Context: an optimization exercise on an open-source flow, tuned for small area, a short achievable clock period and few clock cycles per item. The choices shown serve that exercise and are no tape-out recipe. RTL that was checked went through simulation tests only; none was proved equivalent to the original. Function not checked in runs 5 to 8: the RTL went through the layout flow alone. No activity file was given, so power comes from the tool's default toggle rates.

File: flow/flow/run.sh
#!/bin/bash
# The standard layout, with plain buf_1 cells (not delay cells) as the port buffers.
set -euo pipefail
bash standard.sh BUFFER_PORTS_ARGS="-buffer_cell sky130_fd_sc_hd__buf_1" finish > standard.log 2>&1
File: flow/config.mk
export PLATFORM = sky130hd
export DESIGN_NAME = modulo_sec
export DESIGN_NICKNAME = modulo_sec
export VERILOG_FILES = /design/flow/design.v
export SDC_FILE = /design/flow/constraint.sdc
export NUM_CORES = 4
export LEC_CHECK = 0
export ABC_AREA = 1
export CAP_MARGIN = 20
export CORE_MARGIN = 2
export CORE_UTILIZATION = 40
export CTS_CLUSTER_DIAMETER = 200
export CTS_CLUSTER_SIZE = 40
export SETUP_SLACK_MARGIN = 1.5
export SLEW_MARGIN = 20
File: flow/standard.sh
#!/bin/bash
# synth_recipe.tcl (not shown) runs the flow's synth.tcl, then flattens the netlist and writes it again
# the make line also repeats each setting of config.mk as NAME=value (left out here)
make -C /OpenROAD-flow-scripts/flow DESIGN_CONFIG=/design/flow/config.mk WORK_HOME=/design/flow/orfs CLKGATE_MAP_FILE= SYNTH_SCRIPT=/design/flow/synth_recipe.tcl "${@:-finish}"
File: flow/design.v
module modulo_sec#(
  parameter SIZE = 16,
  parameter CALCULATION_OUT = 1'b0 )(
  input clk,
  input rst,
  input [(SIZE-1):0] divident,
  input [(SIZE-1):0] divisor,
  input start,
  output done,
  output [(SIZE-1):0] remainder);
  localparam CW = 4;   
  function [3:0] lzc;
    input [15:0] v;
    reg [3:0] z;
    reg [1:0] lz0, lz1, lz2, lz3, hi;
    begin
      z[3] = ~|v[15:12]; z[2] = ~|v[11:8]; z[1] = ~|v[7:4]; z[0] = ~|v[3:0];
      lz3 = {~v[15] & ~v[14], ~v[15] & (v[14] | ~v[13])};
      lz2 = {~v[11] & ~v[10], ~v[11] & (v[10] | ~v[9])};
      lz1 = {~v[7] & ~v[6], ~v[7] & (v[6] | ~v[5])};
      lz0 = {~v[3] & ~v[2], ~v[3] & (v[2] | ~v[1])};
      hi = {z[3] & z[2], z[3] & (~z[2] | z[1])};
      case (hi)
        2'd0: lzc = {hi, lz3};
        2'd1: lzc = {hi, lz2};
        2'd2: lzc = {hi, lz1};
        default: lzc = {hi, lz0};
      endcase
    end
  endfunction
  function [SIZE:0] sub_bk;
    input [SIZE-1:0] x, y;
    reg [SIZE-1:0] g, p, gn, pn;
    integer i, j, l;
    begin
      for (i = 0; i < SIZE; i = i + 1) begin
        g[i] = ~x[i] & y[i];
        p[i] = ~(x[i] ^ y[i]);
      end
      for (l = 0; (1 << l) < SIZE; l = l + 1) begin
        gn = g; pn = p;
        for (i = 0; i < SIZE; i = i + 1)
          if (((i + 1) % (2 << l)) == 0) begin
            j = i - (1 << l);
            gn[i] = g[i] | (p[i] & g[j]);
            pn[i] = p[i] & p[j];
          end
        g = gn; p = pn;
      end
      for (l = CW - 2; l >= 0; l = l - 1) begin
        gn = g; pn = p;
        for (i = 0; i < SIZE; i = i + 1)
          if (((i + 1) % (2 << l)) == (1 << l) && i > (1 << l)) begin
            j = i - (1 << l);
            gn[i] = g[i] | (p[i] & g[j]);
            pn[i] = p[i] & p[j];
          end
        g = gn; p = pn;
      end
      sub_bk[SIZE] = g[SIZE-1];
      sub_bk[0] = x[0] ^ y[0];
      for (i = 1; i < SIZE; i = i + 1)
        sub_bk[i] = x[i] ^ y[i] ^ g[i-1];
    end
  endfunction
  reg idle, align;
  reg [SIZE-1:0] rem_reg, div_reg;
  reg [CW-1:0] cnt;
  assign done = idle;
  assign remainder = rem_reg;
  wire [CW-1:0] lz_a = lzc(divident);
  wire [CW-1:0] lz_b = lzc(divisor);
  wire [CW:0] shift = {1'b0, lz_b} - {1'b0, lz_a};
  wire [SIZE:0] diff = sub_bk(rem_reg, div_reg);
  always @(posedge clk) begin
    if (idle) begin
      if (start)
        rem_reg <= divident;
      div_reg <= divisor;
      cnt <= shift[CW-1:0];
      align <= |shift[CW-1:0];
    end else if (align) begin
      div_reg <= div_reg << cnt;
      align <= 1'b0;
    end else begin
      if (~diff[SIZE])
        rem_reg <= diff[SIZE-1:0];
      div_reg <= div_reg >> 1;
      cnt <= cnt - 1'b1;
    end
  end
  always @(posedge clk or posedge rst) begin
    if (rst)
      idle <= 1'b1;
    else if (idle)
      idle <= ~start | shift[CW];
    else if (~align)
      idle <= ~|cnt;
  end
endmodule
File: flow/constraint.sdc
create_clock -name core_clock -period 4.0 [get_ports {clk}]
set_input_delay 0.8000 -clock core_clock [delete_from_list [all_inputs] [get_ports {clk}]]
set_output_delay 0.8000 -clock core_clock [all_outputs]
set_load 0.01 [all_outputs]
==> results.txt, run 1 <==
- GR Util All Layers: 0.215
- Longest Clk Path Bufs: 2
- Routed WL: approximately 9500 µm
- P_sw: between 1500 and 2000 µW
- Slew margin rel.: 0.444
- Leak pwr: approximately 0.0018 µW
- Max Cap Violations: 0
- Least-Margin Pin Slew: about 0.83 ns
- CP Class: input port to flip-flop
- Critical Path Sink Type: flip-flop
- Mean Syn Cell Area: 7.21 µm²
- Most frequent cells in the layout: nand2_1 (115), inv_1 (53), nand3_1 (52)
- Critical R2R Launch: rem_reg[0]
- Setup violators final: 0
- Sequential area share after synthesis: 0.295
- Routed vias: about 3,300
- Largest net degree at the start of global routing: 60
- Final min period: about 2.4 ns
- Type of the most critical hold path: input port to asynchronous set/reset pin
- Clock skew: ~0.009 ns
- Root buf cell: clkbuf_8
- CP arrival: approximately 2.4 ns
- DRC viols: 0
- Final Cycle Share: 0.603
- Ys Warns: 1
- Die W: about 96 µm
- NumNets Final: 580
- Worst setup SP type: input port
- Internal: 1830 µW
- # rows: 33
- Final hold vios: 0
- Final GP Congestion: 0.905
- Commonest non-fill, non-tap cell in the layout: nand2_1
- Total CTS buffers: 5
- Starting DRT DRC Count: between 200 and 300
- Share of cells above drive strength 1: 0.138
- CTS tree: yes
- Clock share of power: 0.114
- Peak supply drop: 501 µV
- Core ar.: just over 8000 µm²
- Synth Instances: about 470
- Power Dens Cells: between 900 and 1000 nW/µm²
- Synthesized net count: 530
- Area Growth Syn to Fin: 15.1%
- Flops & latches, synth: 38
- Combinational power share: 0.589
- Synth unique cells: 39
- Vias per inst: approximately 5.3
- Overall die height: 95.5 µm
- Switching part of the total: 0.497
- Setup TNS: 0 ns
- Post-DP HPWL: about 7300 µm
- Later-pin clock latency in the skew report: 0.30 ns
- Slew Limit Fails: 0
- Initial Util: 0.410
- Mapped Area: 3350 µm²
- DR WL/cell: between 15 and 20 µm
- Port Buffer Count: a little over 50
- Post-CTS Hold Buffers: 0
- Antenna violation net count after detailed routing: 0
- Ant diodes: 0
- Remaining Overflow, GRT: 0
- FF-to-FF setup slack: around 1.6 ns
- Status: finished clean
- Worst hold margin: around 0.46 ns
- CP required: about 4 ns
- Num ports: between 50 and 60
- Vias in the first global route: 3,021
- Initial antenna violation count: 0
- Reg2reg end: rem_reg[14]
- Sink Count: 38
- R2R depth: 13
- Clock transition at the registers of the reported paths: 0.09 ns
- Critical path fanouts, max: 3
- Highest clock rate: around 410 MHz
- RSZ-0062 raised after global routing: true
- Die Footprint: 9130 µm²
- First-pass GRT wire length: 15,000 µm
- Number of fill cells: 850
- H-Tree Depth: 2
- Sequential Power Share: 0.297
- Drt pass-1 iters: 5
[power by group through the flow]
stage | Clock [µW] | Combinational [µW] | Sequential [µW]
after floorplan | 0 | 1630 | 970
after global placement | 0 | 1990 | 1080
after detailed placement | 0 | 2010 | 1090
after CTS | 424 | 2080 | 1080
after global routing | 435 | 2460 | 1110
final | 413 | 2140 | 1080
[cell families (layout without fill, tap and decap cells)]
logic type	Yosys count	after routing	share of synthesized area
buffers and inverters	74	125	0.102
AOI/OAI and AO/OA	76	76	0.129
xor gates and xnor gates	11	11	0.0287
and+or+nand+nor	236	236	0.314
DFF	38	38	0.295
adders and majority gates	30	30	0.132
[routing by layer]
| metal | share of wire | track usage | wire (µm) |
|---|---|---|---|
| met5 | 0 | 0 | 0 |
| met4 | 0.011 | 0.0381 | 108 |
| met3 | 0.072 | 0.0300 | 685 |
| met2 | 0.46 | 0.348 | 4340 |
| met1 | 0.46 | 0.307 | 4370 |
[per-stage QoR]
stage / instances / setup WS [ns] / instance area, µm² / utilization / power, µW
4_1_cts: 616 / 1.49 / 3750 / 0.459 / 3580
6_report: 621 / 1.59 / 3860 / 0.472 / 3630
3_3_place_gp: 608 / 1.24 / 3580 / 0.438 / 3070
2_1_floorplan: 465 / 1.51 / 3360 / - / 2600
3_5_place_dp: 608 / 1.17 / 3580 / 0.438 / 3100
5_1_grt: 621 / 1.47 / 3860 / 0.472 / 4000
[critical path: stages]
cell     delay [ns]
buf_1          0.11
nor2_2         0.18
nand3_2        0.14
nor2_4         0.13
nand2_1        0.09
o21ai_1        0.13
ha_1           0.17
inv_2          0.04
fa_2           0.35
xor2_1         0.16
nand2_1        0.06
o21ai_0        0.08
[how the worst max path moves through the flow]
stage | start | end
floorplan | divident[11] | cnt[1]
global placement | divisor[12] | cnt[1]
detailed placement | divisor[8] | cnt[1]
CTS | rem_reg[0] | rem_reg[15]
global route | divident[14] | idle
finish | divisor[9] | cnt[2]
[Yosys cell counts, drive strengths merged]
| library cell | number | area (µm²) |
|---|---|---|
| ha | 21 | 263 |
| nand4 | 5 | 31.3 |
| inv | 60 | 233 |
| xor2 | 10 | 87.6 |
| nor3b | 1 | 7.51 |
| buf | 11 | 97.6 |
| nor2 | 34 | 135 |
| clkbuf | 3 | 11.3 |
| xnor2 | 1 | 8.76 |
| dfstp | 1 | 26.3 |
| nand3 | 60 | 320 |
| a22oi | 8 | 60.1 |
| a21oi | 20 | 108 |
| o31ai | 1 | 7.51 |
| edfxtp | 22 | 661 |
| a21o | 5 | 37.5 |
| nand3b | 1 | 7.51 |
| or2 | 2 | 12.5 |
| o211ai | 1 | 7.51 |
| o21ai | 39 | 199 |
| fa | 9 | 180 |
| nand2 | 131 | 517 |
| nor3 | 2 | 21.3 |
| a31oi | 2 | 12.5 |
| dfxtp | 15 | 300 |
[area by class of cell]
cell class | count | area [µm²] | share of cell area
Clock buffer | 5 | 68.8 | 0.0178
Clock inverter | 3 | 68.8 | 0.0178
Inverter | 60 | 233 | 0.0603
Multi-Input combinational cell | 353 | 2130 | 0.552
Sequential cell | 38 | 990 | 0.256
Tap cell | 105 | 131 | 0.0340
Timing Repair Buffer | 57 | 238 | 0.0616
[what timing repair did]
action                                  in CTS  in global routing
gates cloned                                 0                  0
setup buffers                                0                  5
pin swaps                                    3                 11
gates resized for setup                     11                 26
endpoints found under the setup margin      22                 26
Testbench counts, summed over its fixed seeds: cycles 6,344, items 1,280.
==> run 2: changes to the inputs <==
--- a/flow/config.mk
+++ b/flow/config.mk
@@ -10,6 +10,4 @@
 export CORE_MARGIN = 2
 export CORE_UTILIZATION = 40
-export CTS_CLUSTER_DIAMETER = 200
-export CTS_CLUSTER_SIZE = 40
 export SETUP_SLACK_MARGIN = 1.5
 export SLEW_MARGIN = 20
==> run 2 against run 1 <==
  * Still clean
  * Register-to-register slack about the same
  * Flip-flop and latch count unchanged
  * Fmax stayed put
  * Synthesized cell count unchanged
  * Count of clock-buffer cells in the layout is the same
  * First-iteration DRC count did not move
  * Clock power about the same
  * Global-route usage stayed put
  * Combinational power barely moved
  * Sequential power barely moved
  * Critical path type unchanged
  * Largest cell class unchanged
==> results.txt, run 2 <==
- Status: finished clean (unchanged)
- Critical Path Sink Type: flip-flop (unchanged)
- Peak supply drop: 501 µV (unchanged)
- Final min period: 2.41 ns (unchanged)
- Sink Count: 38 (unchanged)
- Setup violators final: 0 (unchanged)
- Largest net degree at the start of global routing: 60 (unchanged)
- Type of the most critical hold path: input port to asynchronous set/reset pin (unchanged)
- Number of fill cells: 850 (unchanged)
- Ant diodes: 0 (unchanged)
- Routed vias: 3,309 (unchanged)
- Slew Limit Fails: 0 (unchanged)
- EDFF count, synth: 22 (unchanged)
- Max Cap Violations: 0 (unchanged)
- Sequential Power Share: 0.297 (about the same)
- Final Util: 0.472 (unchanged)
- Worst hold margin: 0.463 ns (unchanged)
- Vias per inst: 5.33 (unchanged)
- Synthesized net count: 530 (unchanged)
- Combinational power share: 0.589 (about the same)
- Commonest non-fill, non-tap cell in the layout: nand2_1 (unchanged)
- Later-pin clock latency in the skew report: 0.30 ns (about the same)
- Remaining Overflow, GRT: 0 (unchanged)
- Slew margin rel.: 0.444 (unchanged)
- GR Util All Layers: 0.215 (unchanged)
- Ys Warns: 1 (unchanged)
- Initial antenna violation count: 0 (unchanged)
- Worst setup SP type: input port (unchanged)
- Final setup margin: 1.59 ns (unchanged)
- Area Growth Syn to Fin: 15.1% (unchanged)
- Top cells by area, synth: edfxtp_1 (20%), nand2_1 (14%), dfxtp_1 (9.0%) (unchanged)
- Clock share of power: 0.114 (about the same)
- Final Cycle Share: 0.603 (unchanged)
- Leak pwr: 0.00180 µW (unchanged)
- Most common cell in the netlist: nand2_1 (unchanged)
- Final hold vios: 0 (unchanged)
- Sequential area share after synthesis: 0.295 (unchanged)
- Vias in the first global route: 3,021 (unchanged)
- Internal: 1830 µW (unchanged)
- Root buf cell: clkbuf_8 (unchanged)
- Antenna violation net count after detailed routing: 0 (unchanged)
- Placement Cell Area: 3580 µm² (unchanged)
- Clock transition at the registers of the reported paths: 0.09 ns (about the same)
- Synth Instances: 465 (unchanged)
- Port Buffer Count: 51 (unchanged)
- Clock skew: 0.00877 ns (unchanged)
- Setup TNS: 0 ns (unchanged)
- CP Class: input port to flip-flop (unchanged)
- H-Tree Depth: 2 (unchanged)
- Routed WL: 9500 µm (unchanged)
- CTS tree: yes (unchanged)
- Top post-synthesis cells by count: nand2_1 (123), nand3_1 (56), inv_1 (54) (unchanged)
- RSZ-0062 raised after global routing: true (unchanged)
- Mapped Area: 3350 µm² (unchanged)
- Biggest area consumer among synthesized cells: edfxtp_1 (unchanged)
- Die Footprint: 9130 µm² (unchanged)
- Starting DRT DRC Count: 258 (unchanged)
- Synth unique cells: 39 (unchanged)
- Switching part of the total: 0.497 (unchanged)
- Drt pass-1 iters: 5 (unchanged)
- Post-route cell area: 3860 µm² (unchanged)
- Share of cells above drive strength 1: 0.138 (unchanged)
- DR WL/cell: 15.3 µm (unchanged)
- Final GP Congestion: 0.905 (unchanged)
- P_sw: 1810 µW (unchanged)
- Post-DP HPWL: 7300 µm (unchanged)
- DP Worst Slack: 1.17 ns (unchanged)
- CP arrival: 2.44 ns (about the same)
- Least-Margin Pin Slew: 0.833 ns (unchanged)
- Overall die height: 95.5 µm (unchanged)
- DRC viols: 0 (unchanged)
- Most frequent cells in the layout: nand2_1 (115), inv_1 (53), nand3_1 (52) (unchanged)
- NumNets Final: 580 (unchanged)
- Total CTS buffers: 5 (unchanged)
- CP required: 4.03 ns (about the same)
- Die W: 95.5 µm (unchanged)
- Highest clock rate: 415 MHz (unchanged)
- Core ar.: 8180 µm² (unchanged)
- First-pass GRT wire length: 15,000 µm (unchanged)
- Power Dens Cells: 941 nW/µm² (unchanged)
- Flops & latches, synth: 38 (unchanged)
- Longest Clk Path Bufs: 2 (unchanged)
- # rows: 33 (unchanged)
- Num ports: 52 (unchanged)
- Initial Util: 0.410 (unchanged)
- Post-synth ARST share: 0.0263 (unchanged)
- Share of the synthesized area in the top cell type: 0.197 (unchanged)
- Critical path fanouts, max: 3 (unchanged)
- Mean Syn Cell Area: 7.21 µm² (unchanged)
- Synth Flop Type: edfxtp_1 (unchanged)
-- run 2: metrics by stage --
stage / instances / power [µW]
after floorplan: 465 / 2600
after detailed placement: 608 / 3100
after CTS: 616 / 3580
final: 621 / 3630
after global routing: 621 / 4000
after global placement: 608 / 3070
-- run 2: what timing repair did --
action,in CTS,in global routing
hold endpoints to repair,0,0
buffers inserted,0,5
resized for setup,11,26
hold buffers,0,0
pin swaps,3,11
endpoints found under the setup margin,22,26
-- run 2: cells by family after synthesis --
family,share of synthesized area
AOI/OAI and AO/OA,0.129
adders and majority gates,0.132
DFF,0.295
and+or+nand+nor,0.314
xor gates and xnor gates,0.0287
buffers and inverters,0.102
-- run 2: power groups by stage --
| stage | logic (µW) | clock network (µW) | registers [µW] |
|---|---|---|---|
| final | 2140 | 413 | 1080 |
| after global routing | 2460 | 435 | 1110 |
| after CTS | 2080 | 424 | 1080 |
| after detailed placement | 2010 | 0 | 1090 |
| after global placement | 1990 | 0 | 1080 |
| after floorplan | 1630 | 0 | 970 |
-- run 2: area by class of cell --
class / instances / area, µm² / area share
flip-flops and latches: 38 / 990 / 0.256
well taps: 105 / 131 / 0.0340
repair buffers: 57 / 238 / 0.0616
inverters: 60 / 233 / 0.0603
multi-input cells: 353 / 2130 / 0.552
clock buffers: 5 / 68.8 / 0.0178
clock inverters: 3 / 68.8 / 0.0178
-- run 2: worst paths after layout --
check	from	to	slack, ns	cells past startpoint
worst min register to register	div_reg[1]	div_reg[0]	0.56	2
worst max-delay path	divisor[9]	cnt[2]	1.59	12
min in group core_clock	div_reg[1]	div_reg[0]	0.56	2
worst min-delay path	rst	idle	0.46	2
max in group asynchronous	rst	idle	3.52	2
worst max register to register	rem_reg[0]	rem_reg[14]	1.63	13
-- run 2: critical path, stage by stage --
cell	delay, ns
buf_1	0.11
nor2_2	0.18
nand3_2	0.14
nor2_4	0.13
nand2_1	0.09
o21ai_1	0.13
ha_1	0.17
inv_2	0.04
fa_2	0.35
xor2_1	0.16
nand2_1	0.06
o21ai_0	0.08
-- run 2: metal layers --
| metal | vias to the layer above | wire length (µm) | GRT usage |
|---|---|---|---|
| li1 | 1633 | - | - |
| met1 | 1518 | 4370 | 0.307 |
| met2 | 142 | 4340 | 0.348 |
| met3 | 16 | 685 | 0.0300 |
| met4 | 0 | 108 | 0.0381 |
| met5 | - | 0 | 0 |
==> run 3: changes to the inputs <==
--- a/flow/config.mk
+++ b/flow/config.mk
@@ -12,2 +12,3 @@
 export SETUP_SLACK_MARGIN = 1.5
 export SLEW_MARGIN = 20
+export TNS_END_PERCENT = 0
==> run 3 against run 2 <==
  * First-iteration DRC count grew 7.0%
  * Synthesized cell count did not move
  * Flip-flop and latch count is the same
  * Clock power down 15%
  * Cell count increased by 0.64%
  * Global-route usage increased by 0.58 points
  * Die area stayed put
  * Fmax rose by 0.77%
  * Synthesized area did not move
  * Power up 0.44%
  * Largest cell class unchanged
  * Highest routed layer unchanged
==> results.txt, run 3 <==
- Status: finished clean (unchanged)
- Final setup margin: 1.61 ns (was 1.59 ns)
- Final min period: 2.39 ns (was 2.41 ns)
- Starting DRT DRC Count: 276 (was 258)
- Vias per inst: 5.36 (was 5.33)
- Clock skew: 0.00415 ns (was 0.00877 ns)
- Share of cells above drive strength 1: 0.175 (was 0.138)
- Initial antenna violation count: 0 (unchanged)
- EDFF count, synth: 22 (unchanged)
- Drt pass-1 iters: 5 (unchanged)
- Top post-synthesis cells by count: nand2_1 (123), nand3_1 (56), inv_1 (54) (unchanged)
- # rows: 33 (unchanged)
- Flops & latches, synth: 38 (unchanged)
- Area Growth Syn to Fin: 17.5% (was 15.1%)
- Remaining Overflow, GRT: 0 (unchanged)
- Die W: 95.5 µm (unchanged)
- Ys Warns: 1 (unchanged)
- Peak supply drop: 419 µV (was 501 µV)
- Sink Count: 38 (unchanged)
- Largest net degree at the start of global routing: 60 (unchanged)
- Total CTS buffers: 5 (unchanged)
- Top cells by area, synth: edfxtp_1 (20%), nand2_1 (14%), dfxtp_1 (9.0%) (unchanged)
- Highest clock rate: 418 MHz (was 415 MHz)
- Buf/Inv on CP: 2 (unchanged)
- Placed cells: 608 (unchanged)
- Register area: 988 µm² (was 990 µm²)
- Leak pwr: 0.00185 µW (was 0.00180 µW)
- Critical-path top delay cell: fa_2 (unchanged)
- Power Dens Cells: 926 nW/µm² (was 941 nW/µm²)
- Mapped Area: 3350 µm² (unchanged)
- DP Worst Slack: 1.14 ns (was 1.17 ns)
- Synth Flop Type: edfxtp_1 (unchanged)
- CP Class: input port to flip-flop (unchanged)
- Mean Syn Cell Area: 7.21 µm² (unchanged)
- RSZ-0062 raised after global routing: true (unchanged)
- NumNets Final: 584 (was 580)
- Slew margin rel.: 0.446 (was 0.444)
- Multi-input gate area: 2180 µm² (was 2130 µm²)
- Post-synth ARST share: 0.0263 (unchanged)
- Die Footprint: 9130 µm² (unchanged)
- Setup TNS: 0 ns (unchanged)
- Number of fill cells: 848 (was 850)
- Synth unique cells: 39 (unchanged)
- Initial Util: 0.410 (unchanged)
- Later-pin clock latency in the skew report: 0.30 ns (about the same)
- Synthesized net count: 530 (unchanged)
- Core ar.: 8180 µm² (unchanged)
- Slew Limit Fails: 0 (unchanged)
- Clock transition at the registers of the reported paths: 0.09 ns (about the same)
- Commonest non-fill, non-tap cell in the layout: nand2_1 (unchanged)
- Worst setup SP type: input port (unchanged)
- Ant diodes: 0 (unchanged)
- Most frequent CP cell: nor2_4 (was nand2_1)
- Num ports: 52 (unchanged)
- Synth Instances: 465 (unchanged)
- Critical Path, Cell by Cell: clkbuf_2 > nor2_4 > nand3_2 > nor2_4 > nand2_2 > nand4_1 > o21ai_2 > ha_2 > inv_2 > fa_2 > nand2_1 > o21ai_1 (was buf_1 > nor2_2 > nand3_2 > nor2_4 > nand2_1 > o21ai_1 > ha_1 > inv_2 > fa_2 > xor2_1 > nand2_1 > o21ai_0)
- Least-Margin Pin Slew: 0.831 ns (was 0.833 ns)
- Vias in the first global route: 3,088 (was 3,021)
- Routed WL: 9640 µm (was 9500 µm)
- Port Buffer Count: 51 (unchanged)
- First-pass GRT wire length: 15,400 µm (was 15,000 µm)
- Share of the synthesized area in the top cell type: 0.197 (unchanged)
- CP arrival: 2.42 ns (was 2.44 ns)
- Setup violators final: 0 (unchanged)
- H-Tree Depth: 2 (unchanged)
- Most common cell in the netlist: nand2_1 (unchanged)
- Cell family with most CP delay: simple AND/OR/NAND/NOR gates (unchanged)
- Final Cycle Share: 0.598 (was 0.603)
- Critical path fanouts, max: 3 (unchanged)
- Routed vias: 3,353 (was 3,309)
- Critical Path Sink Type: flip-flop (unchanged)
- Final GP Congestion: 0.865 (was 0.905)
- Root buf cell: clkbuf_8 (unchanged)
- Post-DP HPWL: 7290 µm (was 7300 µm)
- Power Total: 3650 µW (was 3630 µW)
- Worst stage delay on the critical path: 0.44 ns (was 0.35 ns)
- Longest Clk Path Bufs: 2 (unchanged)
- Final hold vios: 0 (unchanged)
- CP required: 4.03 ns (about the same)
- CTS tree: yes (unchanged)
- Max Cap Violations: 0 (unchanged)
- GR Util All Layers: 0.220 (was 0.215)
- Sequential area share after synthesis: 0.295 (unchanged)
- Biggest area consumer among synthesized cells: edfxtp_1 (unchanged)
- Type of the most critical hold path: input port to asynchronous set/reset pin (unchanged)
- Final non-filler cell total: 625 (was 621)
- Most frequent cells in the layout: nand2_1 (116), nand3_1 (52), inv_1 (51) (was nand2_1 (115), inv_1 (53), nand3_1 (52))
- DRC viols: 0 (unchanged)
- Overall die height: 95.5 µm (unchanged)
- DR WL/cell: 15.4 µm (was 15.3 µm)
- Antenna violation net count after detailed routing: 0 (unchanged)
## run 3: area by class of cell
type                       instances  share of cell area
multi-input combinational        353               0.554
sequential                        38               0.251
timing repair buffer              61              0.0740
inverter                          60              0.0591
tap                              105              0.0334
clock buffer                       5              0.0175
clock inverter                     3              0.0114
## run 3: stage by stage
step                      utilization  hold slack, ns  cell area, µm²
final                           0.482           0.462            3940
after global routing            0.482           0.458            3940
after CTS                       0.457           0.466            3740
after detailed placement        0.438           0.566            3580
after global placement          0.438           0.559            3580
after floorplan                     -           0.496            3360
## run 3: report_power, final
group	internal, µW	switching (µW)	leakage [µW]
Clock	186	163	0.0000504
Combinational	852	1370	0.00144
Sequential	775	299	0.000365
## run 3: path summary, 6_finish.rpt
| kind | startpoint | to | slack [ns] | cells after the start |
|---|---|---|---|---|
| worst max-delay path | divisor[9] | cnt[1] | 1.61 | 12 |
| max in group asynchronous | rst | idle | 3.52 | 2 |
| min in group core_clock | div_reg[1] | div_reg[0] | 0.55 | 2 |
| worst min register to register | div_reg[1] | div_reg[0] | 0.55 | 2 |
| worst max register to register | rem_reg[0] | rem_reg[14] | 1.63 | 13 |
| worst min-delay path | rst | idle | 0.46 | 2 |
## run 3: cell families (layout without fill, tap and decap cells)
kind of cell | count (synthesis) | after routing | synth area share
XOR/XNOR | 11 | 11 | 0.0287
AND/OR/NAND/NOR | 236 | 236 | 0.314
adder cells (fa/ha/maj) | 30 | 30 | 0.132
flip-flops | 38 | 38 | 0.295
buffers and inverters | 74 | 129 | 0.102
AO/OA/AOI/OAI | 76 | 76 | 0.129
## run 3: per-layer routing
metal  wire (µm)  share of wire  up-vias  track usage
met1        4290           0.45     1554        0.319
met5           0              0        -            0
met4         218          0.023        0       0.0536
met2        4470           0.46      128        0.347
li1            -              -     1649            -
met3         657          0.068       22       0.0300
## run 3: timing repair
item	CTS	global route
hold buffers	0	0
setup buffers	1	8
setup endpoints to repair	25	27
gates resized for setup	15	52
pin swaps	5	24
==> run 4: changes to the inputs <==
--- a/flow/config.mk
+++ b/flow/config.mk
@@ -10,5 +10,5 @@
 export CORE_MARGIN = 2
 export CORE_UTILIZATION = 40
-export SETUP_SLACK_MARGIN = 1.5
+export SETUP_SLACK_MARGIN = 1.7
 export SLEW_MARGIN = 20
 export TNS_END_PERCENT = 0
==> run 4 against run 3 <==
  * First-iteration DRC count up 9.4%
  * Synthesized area did not move
  * Combinational power down 3%
  * Setup slack got worse by 0.029 ns
  * Hold slack improved by 0.0031 ns
  * Die area unchanged
  * Routed wire length decreased by 0.58%
  * Critical path depth is the same
  * Sequential share of layout area up 0.41 points
  * Cell count is 0.64% lower
  * Sequential power barely moved
  * Clock power rose by 17%
  * Critical path type unchanged
==> results.txt, run 4 <==
- Post-route cell area: 3880 µm² (was 3940 µm²)
- Clock transition at the registers of the reported paths: 0.09 ns (about the same)
- Worst setup endpoint: cnt[2] (was cnt[1])
- Die Footprint: 9130 µm² (unchanged)
- Least-Margin Pin Slew: 0.781 ns (was 0.831 ns)
- Critical Path, Cell by Cell: buf_1 > nor2_2 > nand2_2 > nor2_4 > nand2_1 > o21ai_1 > ha_2 > inv_2 > fa_2 > xor2_1 > nand2_1 > o21ai_1 (was clkbuf_2 > nor2_4 > nand3_2 > nor2_4 > nand2_2 > nand4_1 > o21ai_2 > ha_2 > inv_2 > fa_2 > nand2_1 > o21ai_1)
- Final min period: 2.42 ns (was 2.39 ns)
- Remaining Overflow, GRT: 0 (unchanged)
- H-Tree Depth: 2 (unchanged)
- Highest clock rate: 413 MHz (was 418 MHz)
- DRC viols: 0 (unchanged)
- Largest net degree at the start of global routing: 60 (unchanged)
- DR WL/cell: 15.4 µm (about the same)
- Vias in the first global route: 3,137 (was 3,088)
- Initial antenna violation count: 0 (unchanged)
- Leak pwr: 0.00180 µW (was 0.00185 µW)
- Longest Clk Path Bufs: 2 (unchanged)
- Final GP Congestion: 0.876 (was 0.865)
- Post-synth ARST share: 0.0263 (unchanged)
- CP Class: input port to flip-flop (unchanged)
- Most common cell in the netlist: nand2_1 (unchanged)
- Total CTS buffers: 5 (unchanged)
- Final Cycle Share: 0.606 (was 0.598)
- Vias per inst: 5.26 (was 5.36)
- Peak supply drop: 427 µV (was 419 µV)
- Power Dens Cells: 940 nW/µm² (was 926 nW/µm²)
- Sequential area share after synthesis: 0.295 (unchanged)
- Top post-synthesis cells by count: nand2_1 (123), nand3_1 (56), inv_1 (54) (unchanged)
- FF-to-FF setup slack: 1.59 ns (was 1.63 ns)
- RSZ-0062 raised after global routing: true (unchanged)
- Post-DP HPWL: 7360 µm (was 7290 µm)
- Share of the synthesized area in the top cell type: 0.197 (unchanged)
- Commonest non-fill, non-tap cell in the layout: nand2_1 (unchanged)
- Critical Path Sink Type: flip-flop (unchanged)
- Final Util: 0.474 (was 0.482)
- Final hold vios: 0 (unchanged)
- Share of cells above drive strength 1: 0.143 (was 0.175)
- Overall die height: 95.5 µm (unchanged)
- Synth Instances: 465 (unchanged)
- Clock skew: 0.00873 ns (was 0.00415 ns)
- Critical-path top delay cell: fa_2 (unchanged)
- Drt pass-1 iters: 5 (unchanged)
- NumNets Final: 580 (was 584)
- EDFF count, synth: 22 (unchanged)
- Core ar.: 8180 µm² (unchanged)
- Synthesized net count: 530 (unchanged)
- Ant diodes: 0 (unchanged)
- Num ports: 52 (unchanged)
- Slew Limit Fails: 0 (unchanged)
- Root buf cell: clkbuf_8 (unchanged)
- Type of the most critical hold path: input port to asynchronous set/reset pin (unchanged)
- CTS tree: yes (unchanged)
- Worst stage delay on the critical path: 0.37 ns (was 0.44 ns)
- Routed vias: 3,269 (was 3,353)
- Later-pin clock latency in the skew report: 0.30 ns (about the same)
- Setup TNS: 0 ns (unchanged)
- Critical R2R Launch: rem_reg[0] (unchanged)
- Port Buffer Count: 51 (unchanged)
- GR Util All Layers: 0.223 (was 0.220)
- First-pass GRT wire length: 15,400 µm (about the same)
- Power Total: 3640 µW (was 3650 µW)
- Slew margin rel.: 0.479 (was 0.446)
- Starting DRT DRC Count: 302 (was 276)
- CP arrival: 2.47 ns (was 2.42 ns)
- Mapped Area: 3350 µm² (unchanged)
- Status: finished clean (unchanged)
- Sink Count: 38 (unchanged)
- Flops & latches, synth: 38 (unchanged)
- Setup violators final: 0 (unchanged)
- Mean Syn Cell Area: 7.21 µm² (unchanged)
- CP required: 4.04 ns (was 4.03 ns)
- R2R depth: 13 (unchanged)
- Placement Cell Area: 3620 µm² (was 3580 µm²)
- Most frequent cells in the layout: nand2_1 (114), inv_1 (53), nand3_1 (51), buf_1 (51), nor2_1 (23) (was nand2_1 (116), nand3_1 (52), inv_1 (51))
- Start point of the critical path: divisor[13] (was divisor[9])
- Max Cap Violations: 0 (unchanged)
- Reg2reg end: rem_reg[14] (unchanged)
- Biggest area consumer among synthesized cells: edfxtp_1 (unchanged)
- Die W: 95.5 µm (unchanged)
- Area Growth Syn to Fin: 15.6% (was 17.5%)
- Critical path fanouts, max: 4 (was 3)
- Number of fill cells: 872 (was 848)
- Antenna violation net count after detailed routing: 0 (unchanged)
- Synth unique cells: 39 (unchanged)
- Synth Flop Type: edfxtp_1 (unchanged)
- Top cells by area, synth: edfxtp_1 (20%), nand2_1 (14%), dfxtp_1 (9.0%) (unchanged)
- Routed WL: 9590 µm (was 9640 µm)
- Initial Util: 0.410 (unchanged)
- Worst setup SP type: input port (unchanged)
- Ys Warns: 1 (unchanged)
- # rows: 33 (unchanged)
[run 4: cell counts after synthesis]
Identical to the previous run, type by type.
[run 4: metrics by stage]
step / worst slack, ns / cells / hold slack (ns)
6_report: 1.58 / 621 / 0.465
5_1_grt: 1.42 / 621 / 0.457
4_1_cts: 1.53 / 619 / 0.459
3_5_place_dp: 1.23 / 608 / 0.550
3_3_place_gp: 1.26 / 608 / 0.561
2_1_floorplan: 1.57 / 465 / 0.496
[run 4: critical path, delay by kind of cell]
kind	cells	cell delay (ns)
XOR/XNOR	1	0.18
AND/OR/NAND/NOR	5	0.59
adder cells (fa/ha/maj)	2	0.56
buffers and inverters	2	0.13
AO/OA/AOI/OAI	2	0.19
[run 4: layout make-up]
class | count | area, µm² | area share
timing repair buffer | 57 | 236 | 0.0610
multi-input combinational | 353 | 2150 | 0.555
clock inverter | 3 | 68.8 | 0.0178
clock buffer | 5 | 68.8 | 0.0178
tap | 105 | 131 | 0.0339
sequential | 38 | 988 | 0.255
inverter | 60 | 233 | 0.0600
[run 4: where the power goes]
group	internal, µW	switching (µW)
combinational	819	1340
sequential	773	297
clock	250	159
total	1840	1800
[run 4: worst min path at each step]
stage | startpoint | endpoint | slack (ns) | depth (start not counted)
global placement | div_reg[1] | div_reg[0] | 0.56 | 2
floorplan | div_reg[5] | div_reg[4] | 0.50 | 2
global route | rst | idle | 0.46 | 2
CTS | rst | idle | 0.46 | 2
detailed placement | div_reg[1] | div_reg[0] | 0.55 | 2
finish | rst | idle | 0.47 | 2
[run 4: logic make-up (layout without fill, tap and decap cells)]
group	Yosys count	count (layout)	share of synthesized area
flops	38	38	0.295
xor+xnor	11	11	0.0287
compound gates	76	76	0.129
simple gates	236	236	0.314
fa+ha+maj	30	30	0.132
buf+inv	74	125	0.102
[run 4: per-layer routing]
metal  track usage  wire (µm)
met1         0.313       4550
met5             0          0
met2         0.363       4460
met4        0.0393        108
met3        0.0387        462
[run 4: what timing repair did]
item,in CTS,in global routing
pin swaps,5,9
buffers inserted,3,2
endpoints found under the setup margin,29,32
resized for setup,13,17
hold buffers,0,0
==> run 5: changes to the inputs <==
--- a/flow/design.v
+++ b/flow/design.v
@@ -64,5 +64,5 @@
     end
   endfunction
-  reg idle, align;
+  reg idle;
   reg [SIZE-1:0] rem_reg, div_reg;
   reg [CW-1:0] cnt;
@@ -72,4 +72,9 @@
   wire [CW-1:0] lz_b = lzc(divisor);
   wire [CW:0] shift = {1'b0, lz_b} - {1'b0, lz_a};
+  wire [1:0] hi_d = lz_b[3:2] - lz_a[3:2];
+  wire [2:0] lo_d = {1'b0, lz_b[1:0]} + {1'b0, ~lz_a[1:0]};
+  wire [SIZE+2:0] by_nibbles = {3'b000, divisor} << {hi_d, 2'b00};
+  wire [SIZE+8:0] by_bits = {6'b000000, by_nibbles} << lo_d;
+  wire [SIZE-1:0] aligned = by_bits[SIZE+2:3];
   wire [SIZE:0] diff = sub_bk(rem_reg, div_reg);
   always @(posedge clk) begin
@@ -77,10 +82,6 @@
       if (start)
         rem_reg <= divident;
-      div_reg <= divisor;
+      div_reg <= aligned;
       cnt <= shift[CW-1:0];
-      align <= |shift[CW-1:0];
-    end else if (align) begin
-      div_reg <= div_reg << cnt;
-      align <= 1'b0;
     end else begin
       if (~diff[SIZE])
@@ -95,5 +96,5 @@
     else if (idle)
       idle <= ~start | shift[CW];
-    else if (~align)
+    else
       idle <= ~|cnt;
   end
--- a/flow/config.mk
+++ b/flow/config.mk
@@ -10,5 +10,3 @@
 export CORE_MARGIN = 2
 export CORE_UTILIZATION = 40
-export SETUP_SLACK_MARGIN = 1.7
 export SLEW_MARGIN = 20
-export TNS_END_PERCENT = 0
==> run 5 against run 4 <==
  * Global-route usage is 3.2 points lower
  * Power is 27% lower
  * Utilization is 2.8 points lower
  * Critical path depth is 1 higher
  * Cell count is 6.9% higher
  * Clock skew is 0.0010 ns higher
  * Hold slack worse by 0.0031 ns
  * Critical endpoint is now div_reg[5]
==> results.txt, run 5 <==
- CP required: 4.17 ns (was 4.04 ns)
- Port Buffer Count: 51 (unchanged)
- Ys Warns: 1 (unchanged)
- # rows: 34 (was 33)
- Post-DP HPWL: 7130 µm (was 7360 µm)
- Overall die height: 97.8 µm (was 95.5 µm)
- Combinational power share: 0.577 (was 0.594)
- Setup TNS: 0 ns (unchanged)
- P_sw: 1230 µW (was 1800 µW)
- Highest clock rate: 316 MHz (was 413 MHz)
- Most common cell in the netlist: nand2_1 (unchanged)
- Root buf cell: clkbuf_8 (unchanged)
- DRC viols: 0 (unchanged)
- Critical Path Sink Type: flip-flop (unchanged)
- Routed WL: 8760 µm (was 9590 µm)
- Synth Instances: 512 (was 465)
- NumNets Final: 622 (was 580)
- Remaining Overflow, GRT: 0 (unchanged)
- Routed vias: 3,468 (was 3,269)
- Internal: 1410 µW (was 1840 µW)
- DR WL/cell: 13.2 µm (was 15.4 µm)
- Synth unique cells: 35 (was 39)
- First-pass GRT wire length: 15,200 µm (was 15,400 µm)
- M1 WL: 4280 µm (was 4550 µm)
- Final GP Congestion: 0.902 (was 0.876)
- Cts repair resizes: 0 (was 13)
- CP Class: input port to flip-flop (unchanged)
- Met2 Wirelength: 3930 µm (was 4460 µm)
- Drt pass-1 iters: 5 (unchanged)
- Final hold vios: 0 (unchanged)
- Later-pin clock latency in the skew report: 0.29 ns (was 0.30 ns)
- Initial antenna violation count: 0 (unchanged)
- Top post-synthesis cells by count: nand2_1 (135), nand3_1 (84), inv_1 (65) (was nand2_1 (123), nand3_1 (56), inv_1 (54))
- Post-route cell area: 3850 µm² (was 3880 µm²)
- Clock share of power: 0.104 (was 0.112)
- H-Tree Depth: 2 (unchanged)
- Total CTS buffers: 5 (unchanged)
- Biggest area consumer among synthesized cells: nand2_1 (was edfxtp_1)
- Antenna violation net count after detailed routing: 0 (unchanged)
- Synth Flop Type: dfxtp_1 (was edfxtp_1)
- Mapped Area: 3520 µm² (was 3350 µm²)
- Post-CTS Hold Buffers: 0 (unchanged)
- CTS tree: yes (unchanged)
- Vias in the first global route: 3,268 (was 3,137)
- Switching part of the total: 0.465 (was 0.494)
- Num ports: 52 (unchanged)
- Slew margin rel.: 0.484 (was 0.479)
- Placement Cell Area: 3760 µm² (was 3620 µm²)
- Ant diodes: 0 (unchanged)
- Status: finished clean (unchanged)
- Sequential Power Share: 0.319 (was 0.294)
- Die Footprint: 9560 µm² (was 9130 µm²)
- Top Metal Used: met4 (unchanged)
- Final setup margin: 0.836 ns (was 1.58 ns)
- Sink Count: 37 (was 38)
- Peak supply drop: 244 µV (was 427 µV)
- Clock skew: 0.00975 ns (was 0.00873 ns)
- Mean Syn Cell Area: 6.87 µm² (was 7.21 µm²)
- EDFF count, synth: 16 (was 22)
- Synthesized net count: 579 (was 530)
- Type of the most critical hold path: flip-flop to flip-flop (was input port to asynchronous set/reset pin)
- Max Cap Violations: 0 (unchanged)
- Total setup buffers inserted after CTS: 0 (was 3)
- Power Dens Cells: 686 nW/µm² (was 940 nW/µm²)
- Least-Margin Pin Slew: 0.772 ns (was 0.781 ns)
- Setup violators final: 0 (unchanged)
- CP arrival: 3.33 ns (was 2.47 ns)
- Longest Clk Path Bufs: 2 (unchanged)
- Critical path fanouts, max: 23 (was 4)
- Final min period: 3.16 ns (was 2.42 ns)
- Share of the synthesized area in the top cell type: 0.144 (was 0.197)
- Slew Limit Fails: 0 (unchanged)
- Vias per inst: 5.22 (was 5.26)
- Area Growth Syn to Fin: 9.50% (was 15.6%)
- RSZ-0062 raised after global routing: false (was true)
- Share of cells above drive strength 1: 0.0701 (was 0.143)
- Initial Util: 0.407 (was 0.410)
- Sequential area share after synthesis: 0.258 (was 0.295)
- Die W: 97.8 µm (was 95.5 µm)
- Final Cycle Share: 0.791 (was 0.606)
- Most frequent cells in the layout: nand2_1 (135), nand3_1 (84), inv_1 (65) (was nand2_1 (114), inv_1 (53), nand3_1 (51), buf_1 (51), nor2_1 (23))
- Commonest non-fill, non-tap cell in the layout: nand2_1 (unchanged)
- WL met3: 366 µm (was 462 µm)
- DP Worst Slack: 0.556 ns (was 1.23 ns)
- Leak pwr: 0.00186 µW (was 0.00180 µW)
- Core ar.: 8640 µm² (was 8180 µm²)
- Clock transition at the registers of the reported paths: 0.08 ns (was 0.09 ns)
- Starting DRT DRC Count: 174 (was 302)
- Top cells by area, synth: nand2_1 (14%), edfxtp_1 (14%), nand3_1 (12%) (was edfxtp_1 (20%), nand2_1 (14%), dfxtp_1 (9.0%))
- Post-synth ARST share: 0.0270 (was 0.0263)
- Flops & latches, synth: 37 (was 38)
- Worst setup SP type: input port (unchanged)
- GR Util All Layers: 0.191 (was 0.223)
- Largest net degree at the start of global routing: 31 (was 60)
run 5: final timing paths:
path | startpoint | endpoint | slack (ns) | depth (start not counted)
max in group asynchronous | rst | idle | 3.51 | 2
setup reg to reg | rem_reg[0] | rem_reg[15] | 1.28 | 16
setup / recovery | divident[13] | div_reg[5] | 0.84 | 13
hold / removal | cnt[0] | cnt[0] | 0.46 | 1
hold reg to reg | cnt[0] | cnt[0] | 0.46 | 1
min in group asynchronous | rst | idle | 0.47 | 2
run 5: routing by layer:
layer	vias up	track usage
met5	-	0
met4	0	0.0662
met3	14	0.0243
met2	86	0.317
met1	1587	0.260
li1	1781	-
run 5: area by class of cell:
class / count / area (µm²)
Inverter: 68 / 255
Tap cell: 108 / 135
Clock buffer: 6 / 82.6
Fill cell: 938 / 4790
Multi-Input combinational cell: 384 / 2210
Timing Repair Buffer: 59 / 251
Sequential cell: 37 / 907
Clock inverter: 2 / 8.76
run 5: kinds of logic after synthesis:
kind of cell,after synthesis,share of synthesized area
simple gates,269,0.341
buf+inv,91,0.114
compound gates,73,0.127
flops,37,0.258
fa+ha+maj,32,0.135
xor+xnor,10,0.0249
run 5: worst max-delay path, cell delays in order:
cell and delay [ns]:
buf_1 0.10, nor2_1 0.14, nand3_1 0.19, nor2_1 0.31, nand2_1 0.11, nand4_1 0.11, nand2_1 0.13, ha_1 0.32
inv_1 0.51, o21ai_0 0.21, or2_1 0.25, nand3_1 0.08, nand3_1 0.07
run 5: power by group through the flow:
stage               registers (µW)  logic, µW  clock network (µW)
floorplan                      846       1160                   0
global placement               849       1500                   0
detailed placement             855       1530                   0
CTS                            848       1530                 281
global route                   876       1800                 294
finish                         842       1520                 275
run 5: through the flow:
| step | power, µW | utilization | cells | hold slack [ns] |
|---|---|---|---|---|
| global placement | 2350 | 0.435 | 656 | 0.448 |
| detailed placement | 2380 | 0.435 | 656 | 0.448 |
| floorplan | 2000 | - | 512 | 0.427 |
| global route | 2970 | 0.446 | 664 | 0.474 |
| CTS | 2660 | 0.446 | 664 | 0.458 |
| finish | 2640 | 0.446 | 664 | 0.462 |
==> run 6: changes to the inputs <==
--- a/flow/config.mk
+++ b/flow/config.mk
@@ -10,3 +10,4 @@
 export CORE_MARGIN = 2
 export CORE_UTILIZATION = 40
+export SETUP_SLACK_MARGIN = 1.5
 export SLEW_MARGIN = 20
==> run 6 against run 5 <==
  * Sequential share of layout area is 4.7 points lower
  * Clock skew is 0.00084 ns lower
  * Die area stayed put
  * Critical endpoint is now div_reg[3]
  * Largest cell class unchanged
==> results.txt, run 6 <==
- Most frequent cells in the layout: nand2_1 (121), nand3_1 (68), inv_1 (48) (was nand2_1 (135), nand3_1 (84), inv_1 (65))
- Port Buffer Count: 51 (unchanged)
- Die W: 97.8 µm (unchanged)
- Largest net degree at the start of global routing: 45 (was 31)
- Sequential area share after synthesis: 0.258 (unchanged)
- CP Class: input port to flip-flop (unchanged)
- Vias in the first global route: 3,704 (was 3,268)
- Max Cap Violations: 0 (unchanged)
- Power Dens Cells: 680 nW/µm² (was 686 nW/µm²)
- Vias per inst: 5.34 (was 5.22)
- Overall die height: 97.8 µm (unchanged)
- Most common cell in the netlist: nand2_1 (unchanged)
- Setup TNS: 0 ns (unchanged)
- GR Util All Layers: 0.217 (was 0.191)
- Synthesized net count: 579 (unchanged)
- Slew margin rel.: 0.551 (was 0.484)
- # rows: 34 (unchanged)
- Die Footprint: 9560 µm² (unchanged)
- Antenna violation net count after detailed routing: 0 (unchanged)
- Critical Path Sink Type: flip-flop (unchanged)
- Biggest area consumer among synthesized cells: nand2_1 (unchanged)
- Critical Path, Cell by Cell: buf_1 > inv_2 > nand2_4 > nor3_4 > nor3_2 > nand2_1 > nand4_1 > nand2_2 > inv_2 > ha_4 > fa_2 > buf_6 > o211ai_1 > o211ai_1 > nand3_1 (was buf_1 > nor2_1 > nand3_1 > nor2_1 > nand2_1 > nand4_1 > nand2_1 > ha_1 > inv_1 > o21ai_0 > or2_1 > nand3_1 > nand3_1)
- DRC viols: 0 (unchanged)
- Final non-filler cell total: 711 (was 664)
- Mapped Area: 3520 µm² (unchanged)
- Final GP Congestion: 0.878 (was 0.902)
- Clock transition at the registers of the reported paths: 0.07 ns (was 0.08 ns)
- Peak supply drop: 283 µV (was 244 µV)
- Longest Clk Path Bufs: 2 (unchanged)
- Final Util: 0.557 (was 0.446)
- Highest clock rate: 344 MHz (was 316 MHz)
- Sink Count: 37 (unchanged)
- NumNets Final: 669 (was 622)
- Synth Flop Type: dfxtp_1 (unchanged)
- Final hold vios: 0 (unchanged)
- Initial antenna violation count: 0 (unchanged)
- CP arrival: 3.07 ns (was 3.33 ns)
- Synth unique cells: 35 (unchanged)
- Flops & latches, synth: 37 (unchanged)
- Number of fill cells: 837 (was 938)
- Core ar.: 8640 µm² (unchanged)
- Remaining Overflow, GRT: 0 (unchanged)
- Total CTS buffers: 5 (unchanged)
- FF-to-FF setup slack: 1.50 ns (was 1.28 ns)
- Final Cycle Share: 0.726 (was 0.791)
- Status: finished clean (unchanged)
- Mean Syn Cell Area: 6.87 µm² (unchanged)
- Power Total: 3270 µW (was 2640 µW)
- Share of cells above drive strength 1: 0.302 (was 0.0701)
- Drt pass-1 iters: 5 (unchanged)
- DR WL/cell: 14.8 µm (was 13.2 µm)
- Critical path fanouts, max: 5 (was 23)
- Worst setup SP type: input port (unchanged)
- Slew Limit Fails: 0 (unchanged)
- Top post-synthesis cells by count: nand2_1 (135), nand3_1 (84), inv_1 (65) (unchanged)
- Initial Util: 0.407 (unchanged)
- Starting DRT DRC Count: 206 (was 174)
- Least-Margin Pin Slew: 0.673 ns (was 0.772 ns)
- Root buf cell: clkbuf_8 (unchanged)
- Post-CTS Hold Buffers: 0 (unchanged)
- Type of the most critical hold path: flip-flop to flip-flop (unchanged)
- Area Growth Syn to Fin: 36.7% (was 9.50%)
- Post-DP HPWL: 7340 µm (was 7130 µm)
- EDFF count, synth: 16 (unchanged)
- Post-synth ARST share: 0.0270 (unchanged)
- Register area: 907 µm² (unchanged)
- Multi-input gate area: 2640 µm² (was 2210 µm²)
- Routed WL: 10,500 µm (was 8760 µm)
- RSZ-0062 raised after global routing: true (was false)
- First-pass GRT wire length: 17,100 µm (was 15,200 µm)
- Ant diodes: 0 (unchanged)
- Num ports: 52 (unchanged)
- Commonest non-fill, non-tap cell in the layout: nand2_1 (unchanged)
- Clock skew: 0.00891 ns (was 0.00975 ns)
- H-Tree Depth: 2 (unchanged)
- Placement Cell Area: 3870 µm² (was 3760 µm²)
- Routed vias: 3,798 (was 3,468)
- Ys Warns: 1 (unchanged)
- Synth Instances: 512 (unchanged)
- CTS tree: yes (unchanged)
- Setup violators final: 0 (unchanged)
- Top cells by area, synth: nand2_1 (14%), edfxtp_1 (14%), nand3_1 (12%) (unchanged)
- Placed cells: 654 (was 656)
- CP required: 4.16 ns (was 4.17 ns)
- Final min period: 2.91 ns (was 3.16 ns)
- Worst stage delay on the critical path: 0.68 ns (was 0.51 ns)
- Leak pwr: 0.00223 µW (was 0.00186 µW)
- Later-pin clock latency in the skew report: 0.29 ns (about the same)
- Share of the synthesized area in the top cell type: 0.144 (unchanged)
- Critical-path top delay cell: fa_2 (was inv_1)
- Post-route cell area: 4810 µm² (was 3850 µm²)
-- run 6: cell counts after synthesis --
No cell type changed its count.
-- run 6: path summary, 6_finish.rpt --
kind	startpoint	to	cells past startpoint
setup / recovery	divisor[6]	div_reg[3]	15
hold / removal	cnt[0]	cnt[0]	1
setup reg to reg	rem_reg[0]	rem_reg[15]	16
hold reg to reg	cnt[0]	cnt[0]	1
max in group asynchronous	rst	idle	2
min in group asynchronous	rst	idle	2
-- run 6: cell families (layout without fill, tap and decap cells) --
| kind of cell | after synthesis | count (layout) | synth area share |
|---|---|---|---|
| AOI/OAI and AO/OA | 73 | 73 | 0.127 |
| xor gates and xnor gates | 10 | 10 | 0.0249 |
| adders and majority gates | 32 | 32 | 0.135 |
| buffers and inverters | 91 | 181 | 0.114 |
| DFF | 37 | 37 | 0.258 |
| and+or+nand+nor | 269 | 270 | 0.341 |
-- run 6: per-stage QoR --
| stage | worst slack (ns) | hold slack [ns] |
|---|---|---|
| 2_1_floorplan | 1.19 | 0.427 |
| 3_3_place_gp | 0.466 | 0.443 |
| 3_5_place_dp | 0.372 | 0.456 |
| 4_1_cts | 1.20 | 0.459 |
| 5_1_grt | 0.987 | 0.466 |
| 6_report | 1.09 | 0.462 |
-- run 6: layout make-up --
type,instances,area share
clock inverters,1,0.00104
inverters,68,0.0643
flip-flops and latches,37,0.189
repair inverters,2,0.00364
clock buffers,7,0.0200
well taps,108,0.0281
multi-input cells,385,0.550
repair buffers,103,0.144
-- run 6: layer usage --
layer,share of wire,vias to the layer above,track usage
met5,0,-,0
met2,0.49,125,0.381
li1,-,1884,-
met3,0.051,18,0.0308
met1,0.43,1771,0.269
met4,0.023,0,0.0833
-- run 6: repair_timing --
| item | CTS | global route |
|---|---|---|
| setup buffers | 31 | 13 |
| pin swaps | 32 | 40 |
| setup endpoints to repair | 42 | 45 |
| resized for setup | 74 | 65 |
| cloned | 4 | 1 |
-- run 6: where the power goes --
group	total (µW)	switching, µW	internal [µW]
Clock	293	137	156
Sequential	829	133	695
Combinational	2150	1240	914
Total	3270	1510	1760
-- run 6: worst max-delay path, delay by kind of cell --
kind / cells / cell delay, ns
buffers and inverters: 4 / 0.39
adder cells (fa/ha/maj): 2 / 0.84
AND/OR/NAND/NOR: 7 / 0.77
AO/OA/AOI/OAI: 2 / 0.28
==> run 7: changes to the inputs <==
--- a/flow/config.mk
+++ b/flow/config.mk
@@ -12,2 +12,3 @@
 export SETUP_SLACK_MARGIN = 1.5
 export SLEW_MARGIN = 20
+export TNS_END_PERCENT = 0
==> run 7 against run 6 <==
  * Sequential power is 2% higher
  * Synthesized cell count stayed put
  * Synthesized area stayed put
  * Highest routed layer unchanged
  * Clock skew hardly changed
  * Flip-flop and latch count stayed put
  * Sequential share of layout area is 2.3 points higher
  * First-iteration DRC count is 33% lower
  * Utilization is 6.1 points lower
  * Register-to-register slack worse by 0.20 ns
  * Non-clock buffer count is 31 lower
  * Design area is 11% lower
==> results.txt, run 7 <==
- Clock transition at the registers of the reported paths: 0.08 ns (was 0.07 ns)
- Hold Crit Depth: 1 (unchanged)
- Routed WL: 9560 µm (was 10,500 µm)
- EDFF count, synth: 16 (unchanged)
- CTS tree: yes (unchanged)
- Met3 GRT Util: 0.0243 (was 0.0308)
- Final min period: 2.97 ns (was 2.91 ns)
- Gr busiest metal: met2 (unchanged)
- CP arrival: 3.15 ns (was 3.07 ns)
- Later-pin clock latency in the skew report: 0.29 ns (about the same)
- Final Cycle Share: 0.744 (was 0.726)
- RSZ-0062 raised after global routing: true (unchanged)
- Initial antenna violation count: 0 (unchanged)
- Synthesized net count: 579 (unchanged)
- Slew Limit Fails: 0 (unchanged)
- Sink Count: 37 (unchanged)
- Port Buffer Count: 51 (unchanged)
- CP required: 4.17 ns (was 4.16 ns)
- Setup violators final: 0 (unchanged)
- Ant diodes: 0 (unchanged)
- Ys Warns: 1 (unchanged)
- Met2 Use GR: 0.337 (was 0.381)
- Post-CTS Hold Buffers: 0 (unchanged)
- # rows: 34 (unchanged)
- Clock skew: 0.00937 ns (was 0.00891 ns)
- Biggest area consumer among synthesized cells: nand2_1 (unchanged)
- Placement Cell Area: 3790 µm² (was 3870 µm²)
- Critical Path Sink Type: flip-flop (unchanged)
- Type of the most critical hold path: flip-flop to flip-flop (unchanged)
- Drt pass-1 iters: 4 (was 5)
- Met1 usage: 0.259 (was 0.269)
- Synth Flop Type: dfxtp_1 (unchanged)
- Mean Syn Cell Area: 6.87 µm² (unchanged)
- H-Tree Depth: 2 (unchanged)
- Die Footprint: 9560 µm² (unchanged)
- Routed vias: 3,557 (was 3,798)
- Slew margin rel.: 0.504 (was 0.551)
- Overall die height: 97.8 µm (unchanged)
- Top cells by area, synth: nand2_1 (14%), edfxtp_1 (14%), nand3_1 (12%) (unchanged)
- Total CTS buffers: 5 (unchanged)
- Flops & latches, synth: 37 (unchanged)
- Area Growth Syn to Fin: 21.7% (was 36.7%)
- Remaining Overflow, GRT: 0 (unchanged)
- Post-DP HPWL: 7200 µm (was 7340 µm)
- Longest Clk Path Bufs: 2 (unchanged)
- Status: finished clean (unchanged)
- Final GP Congestion: 0.864 (was 0.878)
- Peak supply drop: 197 µV (was 283 µV)
- Synth Instances: 512 (unchanged)
- NumNets Final: 638 (was 669)
- Num ports: 52 (unchanged)
- Mapped Area: 3520 µm² (unchanged)
- Starting DRT DRC Count: 137 (was 206)
- Multi-input gate area: 2440 µm² (was 2640 µm²)
- Endpoint, Worst Hold: cnt[0] (unchanged)
- Commonest non-fill, non-tap cell in the layout: nand2_1 (unchanged)
- Reg2reg end: rem_reg[15] (unchanged)
- Core ar.: 8640 µm² (unchanged)
- R2R depth: 16 (unchanged)
- Number of fill cells: 894 (was 837)
- Final setup margin: 1.03 ns (was 1.09 ns)
- DRC viols: 0 (unchanged)
- Critical path fanouts, max: 7 (was 5)
- GR Util All Layers: 0.196 (was 0.217)
- Share of cells above drive strength 1: 0.194 (was 0.302)
- Least-Margin Pin Slew: 0.743 ns (was 0.673 ns)
- Leak pwr: 0.00200 µW (was 0.00223 µW)
- Max Cap Violations: 0 (unchanged)
- First-pass GRT wire length: 15,600 µm (was 17,100 µm)
- Synth unique cells: 35 (unchanged)
- Sequential area share after synthesis: 0.258 (unchanged)
- Final hold vios: 0 (unchanged)
- Top post-synthesis cells by count: nand2_1 (135), nand3_1 (84), inv_1 (65) (unchanged)
- Most frequent cells in the layout: nand2_1 (129), nand3_1 (70), inv_1 (53) (was nand2_1 (121), nand3_1 (68), inv_1 (48))
- Antenna violation net count after detailed routing: 0 (unchanged)
- Initial Util: 0.407 (unchanged)
- Worst setup SP type: input port (unchanged)
- DR WL/cell: 14.1 µm (was 14.8 µm)
- Most common cell in the netlist: nand2_1 (unchanged)
- Root buf cell: clkbuf_8 (unchanged)
- DP Worst Slack: 0.549 ns (was 0.372 ns)
- CP Class: input port to flip-flop (unchanged)
- Power Total: 2750 µW (was 3270 µW)
- Hold_sp: cnt[0] (unchanged)
- Vias in the first global route: 3,396 (was 3,704)
- Die W: 97.8 µm (unchanged)
- Register area: 907 µm² (unchanged)
- Largest net degree at the start of global routing: 33 (was 45)
- Setup TNS: 0 ns (unchanged)
- Start point of the critical path: divident[5] (was divisor[6])
- Post-route cell area: 4280 µm² (was 4810 µm²)
- Share of the synthesized area in the top cell type: 0.144 (unchanged)
- Critical R2R Launch: rem_reg[0] (unchanged)
- FF-to-FF setup slack: 1.30 ns (was 1.50 ns)
- Post-synth ARST share: 0.0270 (unchanged)
- Vias per inst: 5.23 (was 5.34)
- Power Dens Cells: 642 nW/µm² (was 680 nW/µm²)
- Highest clock rate: 336 MHz (was 344 MHz)
-- run 7: layout make-up --
class | count | area share
repair buffers | 72 | 0.0959
flip-flops and latches | 37 | 0.212
repair inverters | 3 | 0.00438
well taps | 108 | 0.0316
clock buffers | 7 | 0.0225
clock inverters | 1 | 0.00117
inverters | 68 | 0.0634
multi-input cells | 384 | 0.569
-- run 7: worst max-delay path: stages --
cell,delay (ns)
clkbuf_2,0.11
nor2_1,0.06
nand2_2,0.11
inv_1,0.11
nor3_4,0.23
nand2_1,0.08
nand4_1,0.13
nand2_2,0.11
ha_4,0.18
fa_2,0.69
buf_6,0.18
buf_8,0.13
nand3_4,0.08
nand3_2,0.08
nand3_2,0.07
-- run 7: what timing repair did --
| action | CTS | global route |
|---|---|---|
| setup buffers | 12 | 5 |
| gates cloned | 1 | 2 |
| endpoints found under the setup margin | 40 | 44 |
| pin swaps | 14 | 13 |
| resized for setup | 34 | 37 |
-- run 7: metrics by stage --
| stage | util | hold slack, ns | std cells |
|---|---|---|---|
| floorplan | - | 0.427 | 512 |
| global placement | 0.439 | 0.444 | 652 |
| detailed placement | 0.439 | 0.447 | 652 |
| CTS | 0.476 | 0.459 | 673 |
| global route | 0.496 | 0.465 | 680 |
| finish | 0.496 | 0.458 | 680 |
-- run 7: worst max path at each step --
stage	endpoint	cells past startpoint	slack, ns
3_5_place_dp	div_reg[5]	14	0.55
5_1_grt	div_reg[11]	15	0.95
3_3_place_gp	div_reg[13]	18	0.60
2_1_floorplan	div_reg[4]	15	1.17
6_report	div_reg[10]	15	1.03
4_1_cts	div_reg[10]	16	1.14
-- run 7: kinds of logic (layout without fill, tap and decap cells) --
kind of cell               count (synthesis)  after routing  synth area share
AOI/OAI and AO/OA                         73             73             0.127
adders and majority gates                 32             32             0.135
and+or+nand+nor                          269            269             0.341
buffers and inverters                     91            151             0.114
DFF                                       37             37             0.258
xor gates and xnor gates                  10             10            0.0249
-- run 7: report_power, final --
| part | internal [µW] | leakage (µW) | switching, µW | total, µW |
|---|---|---|---|---|
| registers | 699 | 0.000338 | 148 | 847 |
| clock network | 156 | 0.0000542 | 141 | 297 |
| logic | 624 | 0.00161 | 980 | 1600 |
-- run 7: routing by layer --
metal	wire length, µm	part of all wire
met1	4500	0.47
met2	4570	0.48
met3	294	0.031
met4	198	0.021
met5	0	0
==> run 8: changes to the inputs <==
--- a/flow/design.v
+++ b/flow/design.v
@@ -72,6 +72,18 @@
   wire [CW-1:0] lz_b = lzc(divisor);
   wire [CW:0] shift = {1'b0, lz_b} - {1'b0, lz_a};
-  wire [1:0] hi_d = lz_b[3:2] - lz_a[3:2];
-  wire [2:0] lo_d = {1'b0, lz_b[1:0]} + {1'b0, ~lz_a[1:0]};
+  reg [1:0] hi_d;
+  reg [2:0] lo_d;
+  integer x, y;
+  always @(*) begin
+    hi_d = 2'd0;
+    lo_d = 3'd0;
+    for (x = 0; x < 4; x = x + 1)
+      for (y = 0; y < 4; y = y + 1) begin
+        if (lz_b[3:2] == x && lz_a[3:2] == y)
+          hi_d = hi_d | ((x - y) & 3);
+        if (lz_b[1:0] == x && lz_a[1:0] == y)
+          lo_d = lo_d | (x - y + 3);
+      end
+  end
   wire [SIZE+2:0] by_nibbles = {3'b000, divisor} << {hi_d, 2'b00};
   wire [SIZE+8:0] by_bits = {6'b000000, by_nibbles} << lo_d;
--- a/flow/config.mk
+++ b/flow/config.mk
@@ -12,3 +12,2 @@
 export SETUP_SLACK_MARGIN = 1.5
 export SLEW_MARGIN = 20
-export TNS_END_PERCENT = 0
==> run 8 against run 7 <==
  * Still clean on timing, DRC and antenna
  * Non-clock buffer count grew 37
  * Fmax grew 12%
  * Power grew 16%
  * Die area grew 9.6%
  * Utilization grew 12 points
  * Flip-flop and latch count is the same
  * Sequential share of layout area shrank 5.5 points
  * Clock skew grew 0.0017 ns
  * First-iteration DRC count grew 89%
  * Synthesized cell count grew 8.8%
  * Via count grew 21%
==> results.txt, run 8 <==
- Synthesized net count: 620 (was 579)
- Later-pin clock latency in the skew report: 0.30 ns (was 0.29 ns)
- Port Buffer Count: 51 (unchanged)
- Ys Warns: 1 (unchanged)
- Critical path fanouts, max: 4 (was 7)
- DR WL/cell: 17.1 µm (was 14.1 µm)
- Post-synth ARST share: 0.0270 (unchanged)
- Area Growth Syn to Fin: 49.4% (was 21.7%)
- Final GP Congestion: 0.866 (was 0.864)
- Slew margin rel.: 0.670 (was 0.504)
- Core ar.: 9330 µm² (was 8640 µm²)
- Worst hold margin: 0.451 ns (was 0.458 ns)
- Slew Limit Fails: 0 (unchanged)
- Critical Path Sink Type: flip-flop (unchanged)
- Worst setup SP type: input port (unchanged)
- Internal: 1680 µW (was 1480 µW)
- CTS tree: yes (unchanged)
- Mean Syn Cell Area: 6.94 µm² (was 6.87 µm²)
- H-Tree Depth: 2 (unchanged)
- Clock share of power: 0.088 (was 0.108)
- Status: finished clean (unchanged)
- First-pass GRT wire length: 18,200 µm (was 15,600 µm)
- Leak pwr: 0.00266 µW (was 0.00200 µW)
- Setup TNS: 0 ns (unchanged)
- Starting DRT DRC Count: 259 (was 137)
- Final min period: 2.65 ns (was 2.97 ns)
- Share of cells above drive strength 1: 0.443 (was 0.194)
- Reg2reg end: rem_reg[10] (was rem_reg[15])
- Routed vias: 4,301 (was 3,557)
- Sink Count: 37 (unchanged)
- DRC viols: 0 (unchanged)
- Ant diodes: 0 (unchanged)
- CP required: 4.24 ns (was 4.17 ns)
- Top cells by area, synth: nand3_1 (15%), edfxtp_1 (12%), nand2_1 (12%) (was nand2_1 (14%), edfxtp_1 (14%), nand3_1 (12%))
- Commonest non-fill, non-tap cell in the layout: nand2_1 (unchanged)
- Switching part of the total: 0.472 (was 0.462)
- Most common cell in the netlist: nand2_1 (unchanged)
- Clock skew: 0.0111 ns (was 0.00937 ns)
- # rows: 35 (was 34)
- Sequential Power Share: 0.259 (was 0.308)
- Total CTS buffers: 5 (unchanged)
- Least-Margin Pin Slew: 0.489 ns (was 0.743 ns)
- Vias in the first global route: 3,764 (was 3,396)
- Worst setup endpoint: idle (was div_reg[10])
- Biggest area consumer among synthesized cells: nand3_1 (was nand2_1)
- Post-DP HPWL: 8430 µm (was 7200 µm)
- Peak supply drop: 241 µV (was 197 µV)
- Mapped Area: 3870 µm² (was 3520 µm²)
- Remaining Overflow, GRT: 0 (unchanged)
-- run 8: changes by cell type after synthesis, sizes merged, moves of 3 or more --
cell,before,now
nand3,85,118
nor2,19,51
o211ai,16,10
a21oi,13,18
nand2,147,143
nor3,8,4
a31oi,3,0
-- run 8: power groups by stage --
stage               clock, µW  sequential [µW]  combinational, µW
global placement            0              825               1480
global route              294              854               2340
detailed placement          0              830               1540
floorplan                   0              841               1130
finish                    279              824               2080
CTS                       275              825               1810
-- run 8: final cells by class --
cell class | count | area (µm²) | area share
inverter | 72 | 315 | 0.0546
multi-input combinational | 434 | 3480 | 0.602
sequential | 37 | 907 | 0.157
clock inverter | 3 | 17.5 | 0.00303
timing repair buffer | 109 | 818 | 0.142
clock buffer | 5 | 68.8 | 0.0119
tap | 129 | 161 | 0.0279
timing repair inverter | 1 | 8.76 | 0.00152
-- run 8: logic make-up (layout without fill, tap and decap cells) --
family | after synthesis | in the layout | synth area share
compound gates | 68 | 68 | 0.104
xor+xnor | 7 | 7 | 0.0159
fa+ha+maj | 28 | 28 | 0.106
buf+inv | 93 | 190 | 0.106
flops | 37 | 37 | 0.235
simple gates | 324 | 331 | 0.434
-- run 8: through the flow --
step	power [µW]	cell area [µm²]	utilization	std cells	setup slack, ns
after floorplan	1970	3880	-	557	1.52
after global placement	2300	4120	0.442	718	0.780
after detailed placement	2370	4120	0.442	718	0.725
after CTS	2910	4500	0.483	740	1.45
after global routing	3490	5780	0.619	790	1.24
final	3180	5780	0.619	790	1.35
-- run 8: worst min path at each step --
stage / to / start / slack, ns / cells after the start
6_report: idle / rst / 0.45 / 2
5_1_grt: idle / rst / 0.45 / 2
4_1_cts: idle / rst / 0.46 / 2
3_5_place_dp: div_reg[12] / div_reg[13] / 0.47 / 2
3_3_place_gp: div_reg[12] / div_reg[13] / 0.47 / 2
2_1_floorplan: div_reg[12] / div_reg[13] / 0.43 / 2
-- run 8: repair_timing --
item	4_1_cts	5_1_grt
hold endpoints to repair	0	0
pin swaps	14	83
setup buffers	12	42
gates resized for setup	38	236
gates cloned	2	8
hold buffers	0	0
setup endpoints to repair	37	41
-- run 8: worst max-delay path, stage by stage --
cell and delay, ns:
buf_4 0.13, inv_4 0.07, nand2_4 0.05, nor2_4 0.21, nand2_8 0.10, nor2_4 0.20, nand2_2 0.08, nand4_1 0.18
nand2_4 0.10, nand2_4 0.11, inv_1 0.05, ha_1 0.21, nor2_2 0.14, nor2_1 0.07, o21ai_1 0.14, a21oi_1 0.11
nor2_1 0.11
-- run 8: metal layers --
metal  track usage  vias up  share of wire
met1         0.309     2016           0.43
li1              -     2081              -
met2         0.367      165           0.48
met3        0.0178       39          0.053
met5             0        -              0
met4        0.0585        0          0.037

Setup slack of run 8, layout unchanged: 1.354 ns with ideal ports, 1.362 ns with driving cells assumed (clock clkbuf_16, inputs buf_2), 1.034 ns with port delays also shifted by the 0.328 ns mid clock arrival.
